This design comes from an exercise in tuning for a short achievable clock period on the open sky130 flow, not from production work.
Function was not checked in any run shown here: the RTL went through the layout flow alone.

<file path="config.mk">
export PLATFORM = sky130hd
export DESIGN_NAME = spiking_neural_network
export DESIGN_NICKNAME = spiking_neural_network
export VERILOG_FILES = /design/flow/design.v
export SDC_FILE = /design/flow/constraint.sdc
export NUM_CORES = 4
export LEC_CHECK = 0
export CAP_MARGIN = 20
export CORE_MARGIN = 2
export CORE_UTILIZATION = 40
export PLACE_DENSITY = 0.6
export SLEW_MARGIN = 20
</file>
<file path="constraint.sdc">
create_clock -name core_clock -period 10.0 [get_ports {clk}]
set_input_delay 2.0000 -clock core_clock [delete_from_list [all_inputs] [get_ports {clk}]]
set_output_delay 2.0000 -clock core_clock [all_outputs]
set_load 0.01 [all_outputs]
</file>
<file path="design.v">
module lif_neuron (
    input  logic clk,
    input  logic rst,
    input  logic signed [15:0] I_in,
    input  logic hold,                  
    input  logic signed [15:0] V_threshold,
    input  logic signed [15:0] leak_factor,
    input  logic signed [15:0] V_max,
    input  logic signed [15:0] V_min,
    input  logic [4:0] refr_reload,     
    output logic spike
);
    logic signed [15:0] V_mem;
    logic [4:0] refr_count;
    logic signed [16:0] A;        
    logic signed [17:0] K_max;    
    logic signed [17:0] K_min;    
    logic signed [17:0] K_wpos;   
    logic signed [17:0] K_wneg;   
    assign A      = 17'(V_mem) - 17'(leak_factor);
    assign K_max  = 18'(V_max) - 18'(A);
    assign K_min  = 18'(V_min) - 18'(A);
    assign K_wpos = 18'sd65536 - 18'(A);
    assign K_wneg = -18'sd65536 - 18'(A);
    logic signed [17:0] I_x;
    assign I_x = 18'(I_in);
    logic w_pos, w_neg, gt0, lt0, gt, lt;
    assign w_pos = I_x >= K_wpos;    
    assign w_neg = I_x <  K_wneg;    
    assign gt0   = I_x >  K_max;     
    assign lt0   = I_x <  K_min;     
    assign gt    = w_neg | (gt0 & ~w_pos);    
    assign lt    = w_pos | (lt0 & ~w_neg);    
    logic [15:0] S_lo;
    assign S_lo = A[15:0] + I_in;
    logic signed [15:0] V_sat;
    assign V_sat = gt ? V_max : (lt ? V_min : S_lo);
    always_ff @(posedge clk or posedge rst) begin
        if (rst) begin
            V_mem      <= '0;
            spike      <= 1'b0;
            refr_count <= '0;
        end else if (!hold) begin
            if (refr_count != 5'd0) begin
                refr_count <= refr_count - 5'd1;
                spike      <= 1'b0;
            end else if (V_mem >= V_threshold) begin
                spike      <= 1'b1;
                V_mem      <= '0;
                refr_count <= refr_reload;
            end else begin
                spike      <= 1'b0;
                V_mem      <= V_sat;
            end
        end
    end
endmodule
module spiking_neural_network #(
    parameter int WIDTH = 16,       
    parameter int N_INPUT = 4,      
    parameter int N_OUTPUT = 3      
) (
    input  logic clk, rst,
    input  logic [N_INPUT*WIDTH-1:0] I_in,  
    input  logic load_params,   
    input  logic [WIDTH-1:0] new_V_threshold, new_leak_factor, new_refr_period,
    input  logic signed [WIDTH-1:0] new_V_max, new_V_min,
    input  logic [N_INPUT*N_OUTPUT*WIDTH-1:0] synapses,  
    output logic [N_OUTPUT-1:0] spike_L2   
);
    logic signed [15:0] V_threshold, leak_factor, V_max, V_min;
    logic [4:0] refr_reload;    
    always_ff @(posedge clk or posedge rst) begin
        if (rst) begin
            V_threshold <= 16'sd30000;
            leak_factor <= 16'sd100;
            V_max       <= 16'sh7fff;
            V_min       <= 16'sh8000;
            refr_reload <= 5'd9;
        end else if (load_params) begin
            V_threshold <= new_V_threshold;
            leak_factor <= new_leak_factor;
            V_max       <= (new_V_max < new_V_min) ? new_V_min + 16'sd1 : new_V_max;
            V_min       <= new_V_min;
            refr_reload <= new_refr_period[4:0] - 5'd1;
        end
    end
    logic [N_INPUT*N_OUTPUT*WIDTH-1:0] weights;
    always_ff @(posedge clk) begin
        if (load_params) weights <= synapses;
    end
    logic [N_INPUT-1:0] spike_L1;
    logic [WIDTH-1:0] I_syn [N_OUTPUT];
    genvar i;
    generate
        for (i = 0; i < N_INPUT; i++) begin : L1_NEURONS
            lif_neuron neuron_L1 (
                .clk(clk), .rst(rst),
                .I_in(I_in[i*WIDTH +: WIDTH]),
                .hold(load_params),
                .V_threshold(V_threshold), .leak_factor(leak_factor),
                .V_max(V_max), .V_min(V_min), .refr_reload(refr_reload),
                .spike(spike_L1[i])
            );
        end
    endgenerate
    genvar o;
    generate
        for (o = 0; o < N_OUTPUT; o++) begin : SYN
            logic [WIDTH-1:0] w_sel;
            always_comb begin
                if (spike_L1[3])      w_sel = weights[(3*N_OUTPUT+o)*WIDTH +: WIDTH];
                else if (spike_L1[2]) w_sel = weights[(2*N_OUTPUT+o)*WIDTH +: WIDTH];
                else if (spike_L1[1]) w_sel = weights[(1*N_OUTPUT+o)*WIDTH +: WIDTH];
                else                  w_sel = weights[(0*N_OUTPUT+o)*WIDTH +: WIDTH];
            end
            always_ff @(posedge clk or posedge rst) begin
                if (rst)              I_syn[o] <= '0;
                else if (|spike_L1)   I_syn[o] <= I_syn[o] + w_sel;
                else                  I_syn[o] <= '0;
            end
        end
    endgenerate
    generate
        for (o = 0; o < N_OUTPUT; o++) begin : L2_NEURONS
            lif_neuron neuron_L2 (
                .clk(clk), .rst(rst),
                .I_in(I_syn[o]),
                .hold(load_params),
                .V_threshold(V_threshold), .leak_factor(leak_factor),
                .V_max(V_max), .V_min(V_min), .refr_reload(refr_reload),
                .spike(spike_L2[o])
            );
        end
    endgenerate
endmodule
</file>
<file path="run.sh">
#!/bin/bash
# synth_recipe.tcl (not shown) runs the flow's synth.tcl, then flattens the netlist and writes it again
# the make line also repeats each setting of config.mk as NAME=value (left out here)
make -C /OpenROAD-flow-scripts/flow DESIGN_CONFIG=/design/flow/config.mk WORK_HOME=/design/flow/orfs CLKGATE_MAP_FILE= SYNTH_SCRIPT=/design/flow/synth_recipe.tcl finish
</file>
==> results of run 1 <==
==> worst max-delay path, delay by kind of cell (launching register included) <==
family	cells	cell delay, ps
multiplexers	3	720
adder cells (fa/ha/maj)	4	1360
buffers and inverters	3	1030
flip-flops	1	320
AO/OA/AOI/OAI	15	3710
AND/OR/NAND/NOR	1	380
XOR/XNOR	2	400
==> worst min-delay path by stage <==
stage,startpoint,end,slack [ps],cells after the start
6_report,L1_NEURONS[3].neuron_L1.V_mem[0]$_DFFE_PP0P_,L1_NEURONS[3].neuron_L1.V_mem[0]$_DFFE_PP0P_,480,2
5_1_grt,L2_NEURONS[1].neuron_L2.V_mem[0]$_DFFE_PP0P_,L2_NEURONS[1].neuron_L2.V_mem[0]$_DFFE_PP0P_,520,2
4_1_cts,L1_NEURONS[3].neuron_L1.V_mem[0]$_DFFE_PP0P_,L1_NEURONS[3].neuron_L1.V_mem[0]$_DFFE_PP0P_,490,2
3_5_place_dp,L1_NEURONS[3].neuron_L1.V_mem[0]$_DFFE_PP0P_,L1_NEURONS[3].neuron_L1.V_mem[0]$_DFFE_PP0P_,470,2
3_3_place_gp,L2_NEURONS[1].neuron_L2.V_mem[0]$_DFFE_PP0P_,L2_NEURONS[1].neuron_L2.V_mem[0]$_DFFE_PP0P_,460,2
2_1_floorplan,L1_NEURONS[2].neuron_L1.V_mem[0]$_DFFE_PP0P_,L1_NEURONS[2].neuron_L1.V_mem[0]$_DFFE_PP0P_,450,2
==> synth_stat cells (25+ instances only) <==
library cell | number | share of area (%)
a211oi_1 | 84 | 1.2
a21o_1 | 273 | 3.8
a21oi_1 | 462 | 4.3
a31oi_1 | 56 | 0.65
and3_1 | 31 | 0.36
clkbuf_1 | 106 | 0.74
dfrtp_1 | 243 | 11
dfstp_2 | 28 | 1.4
edfxtp_1 | 192 | 11
fa_1 | 31 | 1.1
ha_1 | 979 | 23
inv_1 | 359 | 2.5
maj3_1 | 39 | 0.72
mux2_2 | 45 | 0.94
mux2i_1 | 191 | 3.5
nand2_1 | 427 | 3.0
nand2b_1 | 91 | 1.1
nand3_1 | 133 | 1.2
nand4_1 | 91 | 1.1
nor2_1 | 469 | 3.3
nor2b_1 | 118 | 1.4
nor3_1 | 133 | 1.2
nor4_1 | 33 | 0.38
o2111ai_1 | 25 | 0.40
o211ai_1 | 41 | 0.57
o21a_1 | 71 | 0.98
o21ai_0 | 441 | 4.1
o21bai_1 | 45 | 0.62
o31ai_1 | 36 | 0.50
or2_2 | 39 | 0.45
or3_1 | 40 | 0.46
xnor2_1 | 397 | 6.4
xor2_1 | 135 | 2.2
==> cell type report <==
class	instances	share of cell area, %
sequential	463	20.35
antenna	5	0.02023
clock inverter	34	0.8151
tap	1768	3.576
timing repair buffer	422	6.477
clock buffer	64	2.290
multi-input combinational	5250	64.22
inverter	368	2.249
==> state kept, by name, summed over array words and instances, names as in the netlist <==
name	flops
I_syn	48
L1_NEURONS.neuron_L1.V_mem	64
L1_NEURONS.neuron_L1.refr_count	20
L1_NEURONS.neuron_L1.spike	4
L2_NEURONS.neuron_L2.V_mem	48
L2_NEURONS.neuron_L2.refr_count	15
L2_NEURONS.neuron_L2.spike	3
V_max	16
V_min	16
V_threshold	16
leak_factor	16
refr_reload	5
weights	192
==> logic make-up after synthesis <==
family          count (synthesis)  share of synthesized area (%)
simple gates                 1672                          14.74
fa+ha+maj                    1052                          24.56
buf+inv                       506                          3.567
mux                           236                          4.469
flops                         463                          23.25
xor+xnor                      536                          8.775
compound gates               1754                          20.64
==> metal layers <==
metal / wire [µm] / vias to the layer above / global-route usage, % / share of wire [%]
li1: - / 23570 / - / -
met1: 82420 / 22940 / 36.13 / 44
met2: 78060 / 1755 / 40.06 / 42
met3: 16660 / 334 / 4.858 / 8.9
met4: 9204 / 8 / 11.83 / 4.9
met5: 47 / - / 0 / 0.025
==> through the flow <==
stage	instances	area (µm²)	util, %	hold WS, ps
2_1_floorplan	6219	54120	-	449.8
3_3_place_gp	8269	59870	44.70	462.8
3_5_place_dp	8270	59900	44.72	470.0
4_1_cts	8368	61820	46.15	485.3
5_1_grt	8369	61850	46.17	522.0
6_report	8374	61860	46.18	480.0
==> impl_metrics.csv, run 1 <==
group,metric,value,unit
logic_synthesis,synth_edf_count,192,
critical_path,critPathMaxFanout,18,
clocking,cts_tree,"built",
sta,slew_headroom,22.18,%
sta,setup_tns,0,ps
clocking,clk_pin_slew,60,ps
global_routing,grt_overflow,0,
sta,layout_min_cycle_time,8057,ps
route,dr.pass1.iters,5,
critical_path,rr_endpoint,"L1_NEURONS[2].neuron_L1.V_mem[2]$_DFFE_PP0P_",
logic_synthesis,synthFlopType,"dfrtp_1",
clocking,clock-sinks,463,
critical_path,reg2regPathDepth,28,
die,core,0.1340,mm²
critical_path,r2r_setup_slack,1940,ps
logic_synthesis,synth_cells,6219,
cells_and_area,layout_commonest_cell,"ha_1",
critical_path,crit_top_cell,"a21o_1",
critical_path,crit_type,"flip-flop to flip-flop",
route,vias,48600,
logic_synthesis,synth-async-reset-ratio,58.53,%
critical_path,worstPathRequired,10540,ps
critical_path,critPathMaxStageDelay,900,ps
global_routing,grtUsageTotal,26.32,%
global_routing,grt_pass1_wl,276700,µm
die,initial_core_util,40.40,%
route,routed_wl,186400,µm
sta,worst_slack,1943,ps
sta,tightest_slew,1160,ps
logic_synthesis,yosysSeqAreaShare,23.25,%
logic_synthesis,synth_seq_cells,463,
logic_synthesis,syn_area,0.05412,mm²
logic_synthesis,syn_nets,7568,
critical_path,arrival,8600,ps
sta,drv_slew,0,
cells_and_area,final.fill_count,12870,
clocking,cts_made_buffers,52,
critical_path,reg2reg_from,"leak_factor[1]$_DFFE_PP0P_",
cells_and_area,final_cell_mix,"ha_1, nor2_1, a21oi_1",
critical_path,crit_end,"L1_NEURONS[2].neuron_L1.V_mem[2]$_DFFE_PP0P_",
run_status,status,"complete, no violations",
logic_synthesis,synth_cell_type_count,103,
clocking,clock_path_buffers,3,
route,wire_per_inst,22.26,µm
critical_path,worst_path_max_delay_cell,"o31ai_4",
die,die_area,0.1383,mm²
die,die_h,371.8,µm
placed_design,dp_hpwl,142400,µm
clocking,worst_skew_pair.late_latency,670,ps
global_routing,grt_pass1_vias,46270,
clocking,postCtsSetupRepairBufs,0,
sta,fin_skew,58.32,ps
route,drt_iter0_drc,3806,
cells_and_area,regArea,0.01259,mm²
die,num_rows,134,
cells_and_area,drive_gt1_share,5.317,%
logic_synthesis,syn_area_per_cell,8.703,µm²
sta,grt_setup_unrepaired,"false",
global_routing,grt_antenna_before_repair,8,
global_routing,grt_max_degree,114,
route,ant_nets,0,
route,drc_errors,0,
clocking,ctsHoldBuffers,0,
clocking,cts_resized,0,
critical_path,startpoint_type,"flip-flop",
sta,setup_viol,0,
sta,hold_viol,0,
clocking,cts_htree_levels,2,
sta,fin_crit_sh,80.57,%
critical_path,startpoint,"leak_factor[1]$_DFFE_PP0P_",
placed_design,portBuffers,330,
placed_design,place_congestion,0.9519,
die,io_pins,342,
critical_path,end_kind,"flip-flop",
logic_synthesis,synth_warnings,4,
cells_and_area,multi_input_area,0.03973,mm²
cells_and_area,layout.nets,7906,
route,drt-vias-per-instance,5.804,
flow_run,drv_cap,0,
die,dieWidth,371.8,µm
cells_and_area,syn_to_final_growth,14.29,%
sta,fmax,124.1,MHz
clocking,root_buffer,"clkbuf_16",
hold_path,worstHoldPathType,"flip-flop to flip-flop",
placed_design,place_ws,2061,ps
==> run 2, diff against run 1 <==
--- a/config.mk
+++ b/config.mk
@@ -9,4 +9,5 @@
 export CORE_MARGIN = 2
 export CORE_UTILIZATION = 40
 export PLACE_DENSITY = 0.6
+export SETUP_SLACK_MARGIN = 5
 export SLEW_MARGIN = 20
==> run 2 against run 1 <==
Still clean; first-iteration DRC count up 1.2%; setup slack improved by 1500 ps; utilization up 5.2 points; sequential cell count unchanged; final area increased by 11%; non-clock buffer count increased by 285; area after synthesis unchanged; register-to-register slack improved by 1500 ps; clock skew decreased by 10 ps; critical endpoint is now L1_NEURONS[0].neuron_L1.V_mem[14]$_DFFE_PP0P_; largest cell class unchanged; highest routed layer unchanged.
==> impl_metrics.csv, run 2 <==
group,metric,value,unit
placed_design,dp.cells,8257,
die,dieWidth,371.8,µm
route,ant_nets,0,
die,num_rows,134,
die,core,0.1340,mm²
critical_path,arrival,7100,ps
placed_design,portBuffers,330,
critical_path,startpoint_type,"flip-flop",
sta,setup_tns,0,ps
hold_path,worstHoldPathType,"flip-flop to flip-flop",
logic_synthesis,yosysSeqAreaShare,23.25,%
cells_and_area,final_area,0.06887,mm²
die,die_h,371.8,µm
cells_and_area,syn_to_final_growth,27.25,%
route,wire_per_inst,22.86,µm
run_status,status,"complete, no violations",
clocking,ctsHoldBuffers,0,
sta,fin_skew,47.84,ps
cells_and_area,layout.nets,8204,
critical_path,crit_top_cell,"buf_12",
critical_path,crit_type,"flip-flop to flip-flop",
placed_design,dp_hpwl,140400,µm
die,die_area,0.1383,mm²
logic_synthesis,synth_seq_cells,463,
sta,layout_min_cycle_time,6568,ps
global_routing,grt_overflow,0,
logic_synthesis,synth-async-reset-ratio,58.53,%
critical_path,critPathMaxStageDelay,480,ps
logic_synthesis,synth_top_area_share,22.63,%
logic_synthesis,synth_cell_type_count,103,
logic_synthesis,synth_edf_count,192,
global_routing,grt_pass1_vias,48330,
logic_synthesis,synthFlopType,"dfrtp_1",
route,drt-vias-per-instance,5.866,
flow_run,drv_cap,0,
global_routing,grt_pass1_wl,288800,µm
route,vias,50870,
route,drc_errors,0,
cells_and_area,drive_gt1_share,18.36,%
sta,setup_viol,0,
global_routing,grt_max_degree,149,
global_routing,grtUsageTotal,27.43,%
sta,fin_crit_sh,65.68,%
die,io_pins,342,
logic_synthesis,syn_area_per_cell,8.703,µm²
sta,tightest_slew,1143,ps
critical_path,end_kind,"flip-flop",
critical_path,critPathMaxFanout,6,
logic_synthesis,synth_warnings,4,
critical_path,worst_path_max_delay_cell,"dfrtp_4",
global_routing,grt_antenna_before_repair,7,
sta,drv_slew,0,
clocking,root_buffer,"clkbuf_16",
critical_path,crit_family,"compound AO/OA/AOI/OAI gates",
route,dr.pass1.iters,6,
sta,grt_setup_unrepaired,"true",
placed_design,place_area,0.06043,mm²
clocking,cts_htree_levels,2,
logic_synthesis,synth_cells,6219,
cells_and_area,largest_reg_flops,192,
clocking,cts_made_buffers,55,
logic_synthesis,synth.most_common_cell,"ha_1",
cells_and_area,largest_register,"weights",
sta,slew_headroom,23.83,%
die,initial_core_util,40.40,%
cells_and_area,reg.largest.list,"weights: 192 flops, L1_NEURONS.neuron_L1.V_mem: 64 flops",
clocking,clk_pin_slew,60,ps
sta,hold_viol,0,
cells_and_area,final_cell_mix,"ha_1, nand2_1, nor2_1",
clocking,worst_skew_pair.late_latency,670,ps
clocking,clock-sinks,463,
sta,fmax,152.2,MHz
route,drt_iter0_drc,3853,
placed_design,place_congestion,0.9458,
critical_path,worstPathRequired,10530,ps
critical_path,critPathBufInv,8,
logic_synthesis,syn_area,0.05412,mm²
logic_synthesis,synth_common_cells,"ha_1, nor2_1, a21oi_1, o21ai_0, nand2_1",
clocking,clock_path_buffers,3,
logic_synthesis,syn_nets,7568,
clocking,cts_tree,"built",
cells_and_area,layout_commonest_cell,"ha_1",
route,routed_wl,198300,µm
logic_synthesis,yosysTopAreaCell,"ha_1",
cells_and_area,final_cells,8673,
logic_synthesis,synthTopCellsByArea,"ha_1, dfrtp_1, edfxtp_1",
[run 2: cell families (layout without fill, tap and decap cells)]
kind of cell             Yosys count  in the layout  synth area share, %
AO/OA/AOI/OAI                   1754           1759                20.64
AND/OR/NAND/NOR                 1672           1677                14.74
adder cells (fa/ha/maj)         1052           1052                24.56
XOR/XNOR                         536            536                8.775
buffers and inverters            506           1179                3.567
flip-flops                       463            463                23.25
multiplexers                     236            236                4.469
other                              0              3                    0
[run 2: layer usage]
| metal | vias up | wire (µm) | GRT usage (%) |
|---|---|---|---|
| met5 | - | 53 | 0 |
| met4 | 8 | 11090 | 13.10 |
| met1 | 24250 | 85460 | 36.98 |
| met2 | 1977 | 84010 | 41.99 |
| met3 | 455 | 17690 | 5.334 |
| li1 | 24180 | - | - |
[run 2: final timing paths]
kind                                                                  to  slack (ps)  depth (start not counted)                                       from
min reg2reg                    L2_NEURONS[2].neuron_L2.spike$_DFFE_PP0N_         480                          1  L2_NEURONS[2].neuron_L2.spike$_DFFE_PP0N_
max in group asynchronous      L1_NEURONS[2].neuron_L1.spike$_DFFE_PP0N_        6860                          3                                        rst
max reg2reg                L1_NEURONS[0].neuron_L1.V_mem[14]$_DFFE_PP0P_        3430                         32                 leak_factor[0]$_DFFE_PP0P_
min                            L2_NEURONS[2].neuron_L2.spike$_DFFE_PP0N_         480                          1  L2_NEURONS[2].neuron_L2.spike$_DFFE_PP0N_
max                        L1_NEURONS[0].neuron_L1.V_mem[14]$_DFFE_PP0P_        3430                         32                 leak_factor[0]$_DFFE_PP0P_
min in group asynchronous   L2_NEURONS[0].neuron_L2.V_mem[1]$_DFFE_PP0P_        1750                          2                                        rst
[run 2: cell type report]
| cell class | instances | area, µm² |
|---|---|---|
| fill | 12180 | 65090 |
| multi-input combinational | 5260 | 43970 |
| sequential | 463 | 12590 |
| timing repair buffer | 707 | 6930 |
| tap | 1768 | 2212 |
| clock buffer | 75 | 1533 |
| inverter | 368 | 1415 |
| clock inverter | 29 | 211.5 |
| antenna | 3 | 7.507 |
[run 2: repair_timing]
| action | CTS | global route |
|---|---|---|
| setup buffers | 201 | 83 |
| endpoints found under the setup margin | 112 | 113 |
| cloned | 22 | 3 |
| resized for setup | 494 | 336 |
| pin swaps | 228 | 289 |
[run 2: stage by stage]
stage,util (%),setup WS [ps],hold WS [ps]
2_1_floorplan,-,3969,449.8
4_1_cts,49.74,3591,482.1
3_3_place_gp,45.10,2352,463.4
3_5_place_dp,45.11,2383,468.5
5_1_grt,51.41,3284,496.8
6_report,51.41,3432,477.9

port drivers added, routing unchanged:
In the flow no input, the clock included, has a driving cell. The finished layouts below were timed again as built, in two steps. Step 1, drivers: a clkbuf_16 drives clk and a buf_2 each remaining input, both assumed. Step 2 adds t to the input delays and takes it off the output delays; t is the mean of the earliest and latest rising clock arrival at the registers after step 1. Input paths then give back, and output paths get back, about the clock's delay inside the block. Slacks: ideal ports / drivers / drivers and shift; pairs: ideal ports / drivers.
| run | shift t [ns] | setup slack, ns | hold WS [ns] | worst setup path after step 2 | cell pins on the clock port's net |
|---|---|---|---|---|---|
| run 1 | 0.710 | 1.943 / 1.943 / 1.943 | 0.480 / 0.480 / 0.480 | register to register | 1 |
| run 2 | 0.727 | 3.432 / 3.432 / 3.432 | 0.478 / 0.478 / 0.478 | register to register | 1 |
After both steps every run listed still meets setup and hold.
